Context: an optimization exercise on an open-source flow, tuned for small area, a short achievable clock period and few clock cycles per item. The choices shown serve that exercise and are no tape-out recipe.
RTL that was checked went through simulation tests only; none was proved equivalent to the original.
No activity file was given, so power comes from the tool's default toggle rates.

## the reference run
// cordic
module cordic #(
    parameter int Width = 16
) (
    input  logic             clk_i,
    input  logic             rst_i,
    input  logic             start_cordic_i,
    input  logic [Width-1:0] x0_i,
    input  logic [Width-1:0] y0_i,
    input  logic [Width-1:0] z0_i,
    output logic [Width-1:0] xn_o,
    output logic [Width-1:0] yn_o,
    output logic [Width-1:0] zn_o,
    output logic             done_tick_cordic_o
);
export LEC_CHECK = 0
export ABC_AREA = 1
export CAP_MARGIN = 20
export CORE_MARGIN = 2
export CORE_UTILIZATION = 60
export SETUP_SLACK_MARGIN = 2.6
export SLEW_MARGIN = 20
create_clock -name core_clock -period 5.5 [get_ports {clk_i}]
standard.sh (not shown) runs the stock make flow with config.mk's settings and CLKGATE_MAP_FILE= SYNTH_SCRIPT=/design/flow/synth_recipe.tcl, a recipe that flattens the netlist after the stock synthesis.
==> flow/flow/run.sh <==
#!/bin/bash
# The standard layout (the standard.sh), with two changes:
#  - synthesis maps additions to ordinary logic cells (ADDER_MAP_FILE empty,
#    so Yosys does not extract full/half-adder cells); registers are unchanged;
#  - the port buffers that placement inserts are the smallest buffer cell,
#    sky130_fd_sc_hd__buf_1, instead of the one OpenROAD picks by default.
#    Every input and output port still gets its buffer.
# Full output in standard.log.
set -euo pipefail
export ADDER_MAP_FILE=
export BUFFER_PORTS_ARGS="-buffer_cell sky130_fd_sc_hd__buf_1"
bash standard.sh > standard.log 2>&1
Inputs modified between the reference run and the trial run:
diff --git a/flow/design.v b/flow/design.v
--- a/flow/design.v
+++ b/flow/design.v
@@ -34,53 +34,51 @@
   endfunction
   function automatic logic [15:0] asr(input logic [15:0] v, input int k);
     for (int b = 0; b < 16; b++) asr[b] = (b + k > 15) ? v[15] : v[b + k];
   endfunction
   logic [15:0] x_q, y_q, z_q;
   logic        busy_q;   
   logic        done_q;
   logic neg;
   assign neg = z_q[15];
   logic [15:0] xi, yi;   
   assign xi = x_q;
   assign yi = y_q;
-  logic negx_q, posy_q;
   logic [15:0] xs, ys, az;
   logic [3:0] lo_q, hi_q;
-  logic [3:0] loy_q, hiy_q;   
   logic       last;
   assign last = hi_q[3] & lo_q[2];
   logic [15:0] xl, yl;
   always_comb begin
     xl = 16'd0;
     yl = 16'd0;
     for (int i = 0; i < 4; i++) begin
       xl = xl | ({16{lo_q[i]}} & asr(xi, i));
-      yl = yl | ({16{loy_q[i]}} & asr(yi, i));
+      yl = yl | ({16{lo_q[i]}} & asr(yi, i));
     end
     xs = 16'd0;
     ys = 16'd0;
     for (int i = 0; i < 4; i++) begin
       xs = xs | ({16{hi_q[i]}} & asr(xl, (4 * i)));
-      ys = ys | ({16{hiy_q[i]}} & asr(yl, (4 * i)));
+      ys = ys | ({16{hi_q[i]}} & asr(yl, (4 * i)));
     end
     az = 16'd0;
     for (int i = 0; i < 15; i++) begin
       az = az | ({16{hi_q[i/4] & lo_q[i%4]}} & atan(i));
     end
   end
   logic [15:0] x_d, y_d, z_d, azi;
   logic        cx, cy, cz;
-  assign cx  = ~negx_q & busy_q;
-  assign cy  = ~posy_q & busy_q;
+  assign cx  = ~neg & busy_q;
+  assign cy  = neg & busy_q;
   assign cz  = ~neg & busy_q;
   assign azi = az ^ {16{~neg & busy_q}};
   logic [15:0] mxs, mys, xsi, ysi;
   assign mys = {16{cx}};
   assign mxs = {16{cy}};
   assign ysi = ys ^ mys;
   assign xsi = xs ^ mxs;
   logic [16:0] x_g0, x_p0;
   assign x_g0 = {x_q & ysi, cx};
   assign x_p0 = {x_q ^ ysi, 1'b0};
   logic x_g0_, x_p0_;
   assign x_g0_ = x_g0[1] | (x_p0[1] & x_g0[0]);
@@ -411,60 +409,44 @@
   assign z_d[9] = z_p0[10] ^ z_g17_;
   assign z_d[10] = z_p0[11] ^ z_g23_;
   assign z_d[11] = z_p0[12] ^ z_g15_;
   assign z_d[12] = z_p0[13] ^ z_g24_;
   assign z_d[13] = z_p0[14] ^ z_g18_;
   assign z_d[14] = z_p0[15] ^ z_g25_;
   assign z_d[15] = z_p0[16] ^ z_g14_;
   always_ff @(posedge clk_i) begin
     if (start_cordic_i) begin
       x_q <= x0_i;
       y_q <= y0_i;
       z_q <= z0_i;
-      negx_q <= z0_i[15];
-      posy_q <= ~z0_i[15];
     end else begin
       x_q <= x_d;
       y_q <= y_d;
       z_q <= z_d;
-      negx_q <= z_d[15] & busy_q;   
-      posy_q <= ~z_d[15];
     end
   end
   always_ff @(posedge clk_i, posedge rst_i) begin
     if (rst_i) begin
       lo_q   <= 4'd0;
       hi_q   <= 4'd0;
-      loy_q  <= 4'd0;
-      hiy_q  <= 4'd0;
       busy_q <= 1'b0;
       done_q <= 1'b0;
     end else begin
       if (start_cordic_i) begin
         lo_q <= 4'd1;
         hi_q <= 4'd1;
       end else if (last) begin
         lo_q <= 4'd0;
         hi_q <= 4'd0;
       end else begin
         lo_q <= {lo_q[2:0], lo_q[3]};
         if (lo_q[3]) hi_q <= {hi_q[2:0], 1'b0};
       end
-      if (start_cordic_i) begin
-        loy_q <= 4'd1;
-        hiy_q <= 4'd1;
-      end else if (!busy_q || last) begin
-        loy_q <= 4'd0;
-        hiy_q <= 4'd0;
-      end else begin
-        loy_q <= {loy_q[2:0], loy_q[3]};
-        if (loy_q[3]) hiy_q <= {hiy_q[2:0], 1'b0};
-      end
       busy_q <= start_cordic_i || (busy_q && !last);
       done_q <= busy_q && last && !start_cordic_i;
     end
   end
   assign xn_o = x_q;
   assign yn_o = y_q;
   assign zn_o = z_q;
   assign done_tick_cordic_o = done_q;
 endmodule
Notes after the runs:
- The reference run reached the final stage; the timing, DRC and antenna checks on its layout passed.
- The trial run: full flow OK, the timing, DRC and antenna checks passed
- The trial run ended up with a lower clock power share than the reference run did.
- The trial run ended up with a lower power than the reference run did.
- The reference run → the trial run: worst setup slack shrank by 0.023 ns, cell area went down about 6%, layout sequential cell count saw a decrease, wire length saw a decrease, standard cell core area dropped about 6%.
Function was not checked in any run of this note: the RTL went through the layout flow alone.

* * *

lane 1:
cordic, a different RTL version from the one above (not shown whole).
Size in the first run: roughly 58 flip-flops.
clock: 5.5 ns
lec_check: 0
abc_area: 1
cap_margin: 20
core_margin: 2
core_utilization: 40
setup_slack_margin: 2.0
slew_margin: 20
run.sh (not shown) runs the stock make flow with config.mk's settings and CLKGATE_MAP_FILE= SYNTH_SCRIPT=/design/flow/synth_recipe.tcl, a recipe that flattens the netlist after the stock synthesis.
Stock flow here: none of the scripts above is used.
Testbench counts of lane 1, summed over its fixed seeds: cycles 8,200, items 512.
Setup changes, lane 1 to lane 2
-- flow/design.v --
<<< lane 1, line 33
    endcase
  endfunction
  function automatic logic [15:0] asr(input logic [15:0] v, input int k);
    for (int b = 0; b < 16; b++) asr[b] = (b + k > 15) ? v[15] : v[b + k];
  endfunction
  logic [15:0] x_q, y_q, z_q;
  logic        busy_q;   
>>> lane 2, line 33
    endcase
  endfunction
  logic [15:0] x_q, y_q, z_q;
  logic        busy_q;   
<<< lane 1, line 42
  assign neg = z_q[15];
  logic [15:0] xi, yi;   
  assign xi = x_q ^ {16{neg}};
  assign yi = y_q ^ {16{~neg}};
  logic [15:0] xs, ys, az;
  logic [3:0] lo_q, hi_q;
  logic       last;
  assign last = hi_q[3] & lo_q[2];
>>> lane 2, line 39
  assign neg = z_q[15];
  logic [15:0] xi, yi;   
  logic negx_q, posy_q;
  assign xi = x_q ^ {16{~posy_q}};
  assign yi = y_q ^ {16{~negx_q}};
  logic [15:0] xs, ys, az;
  logic [3:0] lo_q, hi_q;
  logic [3:0] loy_q, hiy_q;   
  logic       last;
  assign last = hi_q[3] & lo_q[2];
<<< lane 1, line 53
    yl = 16'd0;
    for (int i = 0; i < 4; i++) begin
      xl = xl | ({16{lo_q[i]}} & asr(xi, i));
      yl = yl | ({16{lo_q[i]}} & asr(yi, i));
    end
    xs = 16'd0;
    ys = 16'd0;
    for (int i = 0; i < 4; i++) begin
      xs = xs | ({16{hi_q[i]}} & asr(xl, (4 * i)));
      ys = ys | ({16{hi_q[i]}} & asr(yl, (4 * i)));
    end
    az = 16'd0;
>>> lane 2, line 52
    yl = 16'd0;
    for (int i = 0; i < 4; i++) begin
      xl = xl | ({16{lo_q[i]}} & 16'($signed(xi) >>> i));
      yl = yl | ({16{loy_q[i]}} & 16'($signed(yi) >>> i));
    end
    xs = 16'd0;
    ys = 16'd0;
    for (int i = 0; i < 4; i++) begin
      xs = xs | ({16{hi_q[i]}} & 16'($signed(xl) >>> (4 * i)));
      ys = ys | ({16{hiy_q[i]}} & 16'($signed(yl) >>> (4 * i)));
    end
    az = 16'd0;
<<< lane 1, line 69
  logic [15:0] x_d, y_d, z_d, azi;
  logic        cx, cy, cz;
  assign cx  = ~neg & busy_q;
  assign cy  = neg & busy_q;
  assign cz  = ~neg & busy_q;
  assign azi = az ^ {16{~neg & busy_q}};
>>> lane 2, line 68
  logic [15:0] x_d, y_d, z_d, azi;
  logic        cx, cy, cz;
  assign cx  = ~negx_q & busy_q;
  assign cy  = ~posy_q & busy_q;
  assign cz  = ~neg & busy_q;
  assign azi = az ^ {16{~neg & busy_q}};
<<< lane 1, line 414
      y_q <= y0_i;
      z_q <= z0_i;
    end else begin
      x_q <= x_d;
      y_q <= y_d;
      z_q <= z_d;
    end
  end
>>> lane 2, line 413
      y_q <= y0_i;
      z_q <= z0_i;
      negx_q <= z0_i[15];
      posy_q <= ~z0_i[15];
    end else begin
      x_q <= x_d;
      y_q <= y_d;
      z_q <= z_d;
      negx_q <= z_d[15];
      posy_q <= ~z_d[15];
    end
  end
<<< lane 1, line 424
      lo_q   <= 4'd0;
      hi_q   <= 4'd0;
      busy_q <= 1'b0;
      done_q <= 1'b0;
>>> lane 2, line 427
      lo_q   <= 4'd0;
      hi_q   <= 4'd0;
      loy_q  <= 4'd0;
      hiy_q  <= 4'd0;
      busy_q <= 1'b0;
      done_q <= 1'b0;
<<< lane 1, line 437
        if (lo_q[3]) hi_q <= {hi_q[2:0], 1'b0};
      end
      busy_q <= start_cordic_i || (busy_q && !last);
      done_q <= busy_q && last && !start_cordic_i;
>>> lane 2, line 442
        if (lo_q[3]) hi_q <= {hi_q[2:0], 1'b0};
      end
      if (start_cordic_i) begin
        loy_q <= 4'd1;
        hiy_q <= 4'd1;
      end else if (!busy_q || last) begin
        loy_q <= 4'd0;
        hiy_q <= 4'd0;
      end else begin
        loy_q <= {loy_q[2:0], loy_q[3]};
        if (loy_q[3]) hiy_q <= {hiy_q[2:0], 1'b0};
      end
      busy_q <= start_cordic_i || (busy_q && !last);
      done_q <= busy_q && last && !start_cordic_i;
Results
Relative to lane 1, total number of vias has increased by 312 in lane 2. | met3 routing resource usage after global routing | lane 2 vs lane 1 | ≈ equal |. [compare] base=lane 1 new=lane 2: clock latency reported for the late side of the worst-skew pair comparable; transition time at the pin with the least slew margin now smaller; met2 routed wirelength now larger; first-pass GRT wire length now larger. In lane 2, the layout cell share with drive strength beyond 1 came out 2.6 points below the value in lane 1. Of lane 2 and lane 1, the run reporting the lower clock network fraction of total power was lane 2. A cell type of the slowest stage on the worst timing path of sky130_fd_sc_hd__dfrtp_1 is what lane 2 shows, while sky130_fd_sc_hd__fa_1 belongs to lane 1. Diff lane 1 -> lane 2: post-layout minimum cycle time lower; combinational group share of total power grew by 0.2 points; reported combinational group power dropped about 2%; synthesized netlist cell count picked up an extra 4.9%; synthesis-to-layout area growth now sits lower. Looking at worst setup path startpoint, the hi_q[2]$_DFFE_PP0P_ result is from lane 2; the z_q[15]$_DFF_P_ one comes from lane 1.
No functional check of the RTL was part of lane 2.

* * *

trial 53:
Another version of the RTL of cordic (not shown whole).
Size in the first run: ~58 flip-flops, roughly 0.0065 mm² of cells after synthesis.
export LEC_CHECK = 0
export ABC_AREA = 1
export CAP_MARGIN = 20
export CORE_MARGIN = 2
export CORE_UTILIZATION = 60
export SETUP_SLACK_MARGIN = 2.6
export SLEW_MARGIN = 20
create_clock -name core_clock -period 5.5 [get_ports {clk_i}]
standard.sh (not shown) runs the stock make flow with config.mk's settings and CLKGATE_MAP_FILE= SYNTH_SCRIPT=/design/flow/synth_recipe.tcl, a recipe that flattens the netlist after the stock synthesis.
Scripts as last shown in full above: flow/flow/run.sh
Modified inputs, build 16 compared to trial 53
diff --git a/flow/design.v b/flow/design.v
--- a/flow/design.v
+++ b/flow/design.v
@@ -384,33 +384,33 @@
       z_q <= z0_i;
     end else begin
       x_q <= x_d;
       y_q <= y_d;
       z_q <= z_d;
     end
   end
   always_ff @(posedge clk_i, posedge rst_i) begin
     if (rst_i) begin
-      lo_q   <= 4'd0;
-      hi_q   <= 4'd0;
       busy_q <= 1'b0;
       done_q <= 1'b0;
     end else begin
-      if (start_cordic_i) begin
-        lo_q <= 4'd1;
-        hi_q <= 4'd1;
-      end else if (last) begin
-        lo_q <= 4'd0;
-        hi_q <= 4'd0;
-      end else begin
-        lo_q <= {lo_q[2:0], lo_q[3]};
-        if (lo_q[3]) hi_q <= {hi_q[2:0], 1'b0};
-      end
       busy_q <= start_cordic_i || (busy_q && !last);
       done_q <= busy_q && last && !start_cordic_i;
     end
   end
+  always_ff @(posedge clk_i) begin
+    if (start_cordic_i) begin
+      lo_q <= 4'd1;
+      hi_q <= 4'd1;
+    end else if (!busy_q || last) begin
+      lo_q <= 4'd0;
+      hi_q <= 4'd0;
+    end else begin
+      lo_q <= {lo_q[2:0], lo_q[3]};
+      if (lo_q[3]) hi_q <= {hi_q[2:0], 1'b0};
+    end
+  end
   assign xn_o = x_q;
   assign yn_o = y_q;
   assign zn_o = z_q;
   assign done_tick_cordic_o = done_q;
 endmodule
Notes after the runs:
- Relative to trial 53, via count increased by about 0.65% in build 16.
- [build 16] post-route fraction of the period consumed by the critical path fell 0.61 points relative to trial 53
- In the reports for build 16 and trial 53, the larger final period demand of the worst path belongs to trial 53.
- For the utilization, build 16 came in 2.2 points higher than trial 53 did.
- When build 16 is measured against trial 53, its clock network power turns out 15% higher.
- Of build 16 and trial 53, the lower multi-input gate count belongs to trial 53.
- Netlist area before placement: build 16 vs trial 53 down about 1.3%
- Sequential share of layout area in build 16 is 0.38 points lower than in trial 53
- Going from trial 53 to build 16, width of the die shrank slightly.
- Build 16 gives less non-clock buffer count than trial 53 did.
- On build 16: cell count is 13 higher than what trial 53 gave.
Testbench counts of build 16, summed over its fixed seeds: cycles 8,200, items 512.
Only the layout flow was run in trial 53; the RTL was not checked for function there.

* * *

cordic with an RTL version that a note above also has.
For scale: roughly 1,300 cells after synthesis, ~100 I/O pins, ~6600 um^2 of cells after synthesis.
export LEC_CHECK = 0
export ABC_AREA = 1
export CAP_MARGIN = 20
export CORE_MARGIN = 2
export CORE_UTILIZATION = 40
export SETUP_SLACK_MARGIN = 2.9
export SLEW_MARGIN = 20
create_clock -name core_clock -period 5.5 [get_ports {clk_i}]
Scripts as last shown in full above: flow/flow/run.sh
Testbench counts at the start, summed over its fixed seeds: cycles 8,200, items 512.
Change:
--- a/flow/design.v
+++ b/flow/design.v
@@ -36,45 +36,47 @@
     for (int b = 0; b < 16; b++) asr[b] = (b + k > 15) ? v[15] : v[b + k];
   endfunction
   logic [15:0] x_q, y_q, z_q;
   logic        busy_q;   
   logic        done_q;
   logic neg;
   assign neg = z_q[15];
   logic [15:0] xi, yi;   
-  assign xi = x_q ^ {16{neg}};
-  assign yi = y_q ^ {16{~neg}};
+  logic negx_q, posy_q;
+  assign xi = x_q ^ {16{~posy_q}};
+  assign yi = y_q ^ {16{~negx_q}};
   logic [15:0] xs, ys, az;
   logic [3:0] lo_q, hi_q;
+  logic [3:0] loy_q, hiy_q;   
   logic       last;
   assign last = hi_q[3] & lo_q[2];
   logic [15:0] xl, yl;
   always_comb begin
     xl = 16'd0;
     yl = 16'd0;
     for (int i = 0; i < 4; i++) begin
       xl = xl | ({16{lo_q[i]}} & asr(xi, i));
-      yl = yl | ({16{lo_q[i]}} & asr(yi, i));
+      yl = yl | ({16{loy_q[i]}} & asr(yi, i));
     end
     xs = 16'd0;
     ys = 16'd0;
     for (int i = 0; i < 4; i++) begin
       xs = xs | ({16{hi_q[i]}} & asr(xl, (4 * i)));
-      ys = ys | ({16{hi_q[i]}} & asr(yl, (4 * i)));
+      ys = ys | ({16{hiy_q[i]}} & asr(yl, (4 * i)));
     end
     az = 16'd0;
     for (int i = 0; i < 15; i++) begin
       az = az | ({16{hi_q[i/4] & lo_q[i%4]}} & atan(i));
     end
   end
   logic [15:0] x_d, y_d, z_d, azi;
   logic        cx, cy, cz;
-  assign cx  = ~neg & busy_q;
-  assign cy  = neg & busy_q;
+  assign cx  = ~negx_q & busy_q;
+  assign cy  = ~posy_q & busy_q;
   assign cz  = ~neg & busy_q;
   assign azi = az ^ {16{~neg & busy_q}};
   logic [16:0] x_g0, x_p0;
   assign x_g0 = {x_q & ys, cx};
   assign x_p0 = {x_q ^ ys, 1'b0};
   logic x_g0_, x_p0_;
   assign x_g0_ = x_g0[1] | (x_p0[1] & x_g0[0]);
   assign x_p0_ = x_p0[1] & x_p0[0];
@@ -408,39 +410,55 @@
   assign z_d[13] = z_p0[14] ^ z_g18_;
   assign z_d[14] = z_p0[15] ^ z_g25_;
   assign z_d[15] = z_p0[16] ^ z_g14_;
   always_ff @(posedge clk_i) begin
     if (start_cordic_i) begin
       x_q <= x0_i;
       y_q <= y0_i;
       z_q <= z0_i;
+      negx_q <= z0_i[15];
+      posy_q <= ~z0_i[15];
     end else begin
       x_q <= x_d;
       y_q <= y_d;
       z_q <= z_d;
+      negx_q <= z_d[15] & busy_q;   
+      posy_q <= ~z_d[15];
     end
   end
   always_ff @(posedge clk_i, posedge rst_i) begin
     if (rst_i) begin
       lo_q   <= 4'd0;
       hi_q   <= 4'd0;
+      loy_q  <= 4'd0;
+      hiy_q  <= 4'd0;
       busy_q <= 1'b0;
       done_q <= 1'b0;
     end else begin
       if (start_cordic_i) begin
         lo_q <= 4'd1;
         hi_q <= 4'd1;
       end else if (last) begin
         lo_q <= 4'd0;
         hi_q <= 4'd0;
       end else begin
         lo_q <= {lo_q[2:0], lo_q[3]};
         if (lo_q[3]) hi_q <= {hi_q[2:0], 1'b0};
       end
+      if (start_cordic_i) begin
+        loy_q <= 4'd1;
+        hiy_q <= 4'd1;
+      end else if (!busy_q || last) begin
+        loy_q <= 4'd0;
+        hiy_q <= 4'd0;
+      end else begin
+        loy_q <= {loy_q[2:0], loy_q[3]};
+        if (loy_q[3]) hiy_q <= {hiy_q[2:0], 1'b0};
+      end
       busy_q <= start_cordic_i || (busy_q && !last);
       done_q <= busy_q && last && !start_cordic_i;
     end
   end
   assign xn_o = x_q;
   assign yn_o = y_q;
   assign zn_o = z_q;
   assign done_tick_cordic_o = done_q;
The changed run passed the timing, DRC and antenna checks.
Maximum frequency grows by a few percent.
Clock skew grows by 0.0039 ns.
Synthesized area grows by a few percent.
Total power is about the same.
Clock-buffer cell count grows by 2.
Final cell count grows by a few percent.
Non-clock buffer count grows by 6.
Combinational power shrinks by a few percent.
Cell area grows by a little under a tenth.
Flip-flop and latch count grows by 10.
Sequential power grows by about a fifth.
Global-route usage grows by 0.96 points.
Register-to-register slack gets better by 0.10 ns.
For the second run of this note, only the layout was checked, not whether the RTL still works.

## separate check: timing with driven ports
In the flow no input, the clock included, has a driving cell. The finished layouts below were timed again as built, in two steps. Step 1 (the two cells are an assumption about what drives the block):
set clk [get_ports {clk_i}]
set_driving_cell -lib_cell sky130_fd_sc_hd__clkbuf_16 $clk
set_driving_cell -lib_cell sky130_fd_sc_hd__buf_2 [delete_from_list [all_inputs] $clk]
Step 2 adds t to the input delays and takes it off the output delays; t is the mean of the earliest and latest rising clock arrival at the registers after step 1. Input paths then give back, and output paths get back, about the clock's delay inside the block. Three values: ideal ports, drivers, drivers and shift; two values: the first two.
run	shift t [ns]	setup slack, ns	latest minus earliest clock arrival (ns)	worst register clock-pin slew, ns	pins driven straight from the clock port
the reference run	0.390	2.844 / 2.844 / 2.610	0.006 / 0.007	0.06 / 0.06	1
the trial run	0.408	2.822 / 2.822 / 2.447	0.013 / 0.012	0.08 / 0.08	1
lane 1	0.377	2.201 / 2.201 / 2.201	0.006 / 0.006	0.06 / 0.06	1
lane 2	0.390	2.249 / 2.249 / 2.249	0.011 / 0.011	0.06 / 0.06	1
trial 53	0.405	2.856 / 2.856 / 2.856	0.015 / 0.015	0.08 / 0.08	1
build 16	0.399	2.890 / 2.890 / 2.663	0.008 / 0.009	0.08 / 0.08	1
the first run of note 4	0.389	2.893 / 2.893 / 2.893	0.008 / 0.008	0.06 / 0.06	1
the second run of note 4	0.400	2.995 / 2.995 / 2.953	0.013 / 0.013	0.07 / 0.07	1
After both steps every run listed still meets setup and hold. The setup slack of the trial run, which loses most, moves by 0.000 ns with the drivers and by -0.375 ns with both steps.
